Context: an optimization exercise on an open-source flow, tuned for small area. The choices shown serve that exercise and are no tape-out recipe. In this exercise RTL edits were held to simulation tests only and were not proved equivalent to the original. Power and IR drop assume default switching activity.

Design PSEC6_spi, start of the top module:
module PSEC6_spi (
    input logic rstn,  
    input logic spi_clk,
    input logic pico,
    input logic cs,  
    input logic trigger_in,  
    input logic [7:0] poci_ch,  
    input logic [7:0] stop_request,
    output logic poci,
    output logic trigger_out,
    output logic [7:0] test_point_control,  
    output logic clk_enable,
    output logic [5:0] vco_digital_band,  
    output logic [4:0] ref_clk_tgate_control,  
    output logic slow_mode,  
    output logic pfd_switch,  
    output logic pll_switch,  
    output logic [7:0] lpf_resistor_sel,  
    output logic [1:0] mode,  
    output logic [7:0] disc_polarity,  
    output logic [2:0] select_reg,  
    output logic inst_rst,  
    output logic inst_readout,  
    output logic inst_start  
);
    logic full_rstn;
    assign full_rstn = cs & rstn;
    logic [7:0] sr;       
    logic [3:0] cnt;      
    logic       past8;    
    logic [6:0] addr;     
    logic       wr_q;     
    logic       rd0;      
    logic       is_write;
    logic [7:0] r_vco, r_mask, r_inst, r_mode, r_pol, r_ref, r_slow, r_pfd, r_pll, r_tpc, r_lpf;
    always_ff @(posedge spi_clk) begin
        sr <= {sr[6:0], pico};
    end
    logic byte_end;    
    logic addr_byte;   
    assign byte_end  = (cnt[2:0] == 3'd0) & (past8 | cnt[3]);
    assign addr_byte = cnt[3] & (~past8 | wr_q);
    always_ff @(posedge spi_clk or negedge full_rstn) begin
        if (!full_rstn) begin
            cnt <= '0;
            past8 <= 1'b0;
            wr_q <= 1'b0;
            addr <= '0;
        end
        else begin
            cnt <= cnt + 4'd1;
            if (cnt == 4'd8) past8 <= 1'b1;
            wr_q <= is_write;
            if (byte_end) begin
                if (addr_byte) addr <= sr[6:0];
                else if (!wr_q) addr <= addr + 7'd1;
            end
        end
    end
  ...
Size in the first run: ~480 cells after synthesis, about 110 flip-flops, about 70 I/O pins, ~5700 µm² of cells after synthesis.
clock: 25.0 ns
lec_check: 0
cap_margin: 20
core_margin: 2
core_utilization: 40
slew_margin: 20
run.sh (not shown) runs the stock make flow with config.mk's settings and CLKGATE_MAP_FILE= SYNTH_SCRIPT=/design/flow/synth_recipe.tcl, a recipe that flattens the netlist after the stock synthesis.
The first run ran to the end with no violations.
Then changed:
==> flow/flow/run.sh (new file) <==
#!/bin/bash
set -euo pipefail
export BUFFER_PORTS_ARGS="-buffer_cell sky130_fd_sc_hd__buf_1"
bash standard.sh > standard.log 2>&1
==> flow/standard.sh (new file) <==
#!/bin/bash
# synth_recipe.tcl (not shown) runs the flow's synth.tcl, then flattens the netlist and writes it again
# the make line also repeats each setting of config.mk as NAME=value (left out here)
make -C /OpenROAD-flow-scripts/flow DESIGN_CONFIG=/design/flow/config.mk WORK_HOME=/design/flow/orfs CLKGATE_MAP_FILE= SYNTH_SCRIPT=/design/flow/synth_recipe.tcl "${@:-finish}"
CTS_BUF_LIST = sky130_fd_sc_hd__clkbuf_4 sky130_fd_sc_hd__clkbuf_8   (was not set)
removed: flow/run.sh
Wire length hardly moves. Clock power decreases by about 9%. Via count is about the same. Total power shrinks by 5.6%. Critical path depth does not change. Global-route usage goes down by 0.38 points. Sequential cell count is unchanged.
Then changed:
==> flow/flow/run.sh (replaced) <==
#!/bin/bash
# The standard layout, with three changes:
#  - the standard synthesis's combinational logic is re-mapped by ABC for area (registers untouched),
#  - each port gets the smallest buffer,
#  - the clock tree uses small clock buffers and no dummy loads.
set -euo pipefail
W=$(pwd)
R=$W/orfs/results/$FLOW_PLATFORM/PSEC6_spi/base
LIB=$FLOW_HOME/platforms/$FLOW_PLATFORM/lib/sky130_fd_sc_hd__tt_025C_1v80.lib
YOSYS=$FLOW_HOME/../tools/install/yosys/bin/yosys
[[ -x $YOSYS ]] || YOSYS=yosys

export BUFFER_PORTS_ARGS="-buffer_cell sky130_fd_sc_hd__buf_1"
export REMOVE_ABC_BUFFERS=1
export CTS_ARGS="-sink_clustering_enable -repair_clock_nets -dont_use_dummy_load -buf_list {sky130_fd_sc_hd__clkbuf_4 sky130_fd_sc_hd__clkbuf_8}"

bash standard.sh synth > synth.log 2>&1

DONT=$(grep -o 'sky130_fd_sc_hd__\(probe\|lpflow\)[a-z0-9_]*' $FLOW_HOME/platforms/$FLOW_PLATFORM/config.mk | sort -u | sed 's/^/-dont_use /' | tr '\n' ' ')
cp $R/1_2_yosys.v $W/std_1_2_yosys.v
sed -e "s#@LIB@#$LIB#g" -e "s#@IN@#$W/std_1_2_yosys.v#" -e "s#@OUT@#$R/1_2_yosys.v#" -e "s#@TOP@#$FLOW_TOP#" \
    -e "s#@DONTUSE@#$DONT#" -e "s#@SCRIPT@#$W/flow/remap.abc#" flow/remap.ys.in > remap.ys
$YOSYS -s remap.ys > remap.log 2>&1
rm -f $R/1_synth.odb $R/1_synth.sdc

bash standard.sh > standard.log 2>&1
==> flow/flow/remap.abc (new file) <==
strash
dch
amap
==> flow/flow/remap.ys.in (new file) <==
# Re-map the standard synthesis's combinational logic for area; registers are kept as they are.
read_liberty -ignore_miss_func @LIB@
blackbox sky130_fd_sc_hd__df* sky130_fd_sc_hd__sdf* sky130_fd_sc_hd__edf* sky130_fd_sc_hd__sedf* sky130_fd_sc_hd__dl* sky130_fd_sc_hd__conb_1
read_verilog @IN@
hierarchy -top @TOP@
flatten
opt_clean -purge
stat
abc -liberty @LIB@ @DONTUSE@ -script @SCRIPT@
opt_clean -purge
hilomap -singleton -hicell sky130_fd_sc_hd__conb_1 HI -locell sky130_fd_sc_hd__conb_1 LO
insbuf -buf sky130_fd_sc_hd__buf_1 A X
splitnets
opt_clean -purge
rename -hide w:*.*
rename -enumerate -pattern rmw_% w:*
rename -enumerate -pattern rmc_% c:*
check
stat -liberty @LIB@
write_verilog -noattr -noexpr -nohex -nodec @OUT@
CTS_BUF_LIST = not set   (was sky130_fd_sc_hd__clkbuf_4 sky130_fd_sc_hd__clkbuf_8)
Design area is lower by 8.7%. Power decreases by 43%. Routed wire length increases by 5.1%. Area after synthesis came out lower by 8.8%. Die area is lower by 8.5%. Clock power is lower by 22%. Worst hold slack degrades by 0.057 ns. Sequential power goes down by about 7%. Non-clock buffer count stays the same. Count of clock-buffer cells in the layout goes down by 1.
Then changed:
==> flow/flow/run.sh (replaced) <==
#!/bin/bash
set -euo pipefail
export BUFFER_PORTS_ARGS="-buffer_cell sky130_fd_sc_hd__buf_1"
export REMOVE_ABC_BUFFERS=1
export CTS_ARGS="-sink_clustering_enable -repair_clock_nets -dont_use_dummy_load -buf_list {sky130_fd_sc_hd__clkbuf_16} -sink_clustering_size 60 -sink_clustering_max_diameter 300"
bash standard.sh > standard.log 2>&1
removed: flow/flow/remap.abc
removed: flow/flow/remap.ys.in
=> Wire length fell by a little under a tenth. Total power rose by well over a third. Die area rose by roughly a tenth. Area after synthesis rose by roughly a tenth. Core utilization barely changes. Design area rose by roughly a tenth. Count of clock-buffer cells in the layout stays the same. Sequential share of layout area fell by 4.2 points. Synthesized cell count fell by about a fifth. Via count fell by roughly a tenth. Sequential power rose by a few percent.
Then changed:
==> flow/flow/run.sh (replaced) <==
#!/bin/bash
set -euo pipefail
export BUFFER_PORTS_ARGS="-buffer_cell sky130_fd_sc_hd__buf_1"
export REMOVE_ABC_BUFFERS=1
export CTS_ARGS="-sink_clustering_enable -repair_clock_nets -dont_use_dummy_load -buf_list {sky130_fd_sc_hd__clkbuf_4 sky130_fd_sc_hd__clkbuf_8}"
bash standard.sh > standard.log 2>&1
Outcome: Critical path depth does not change. Die area stays the same. Flip-flop and latch count stays the same. Global-route usage hardly moves.
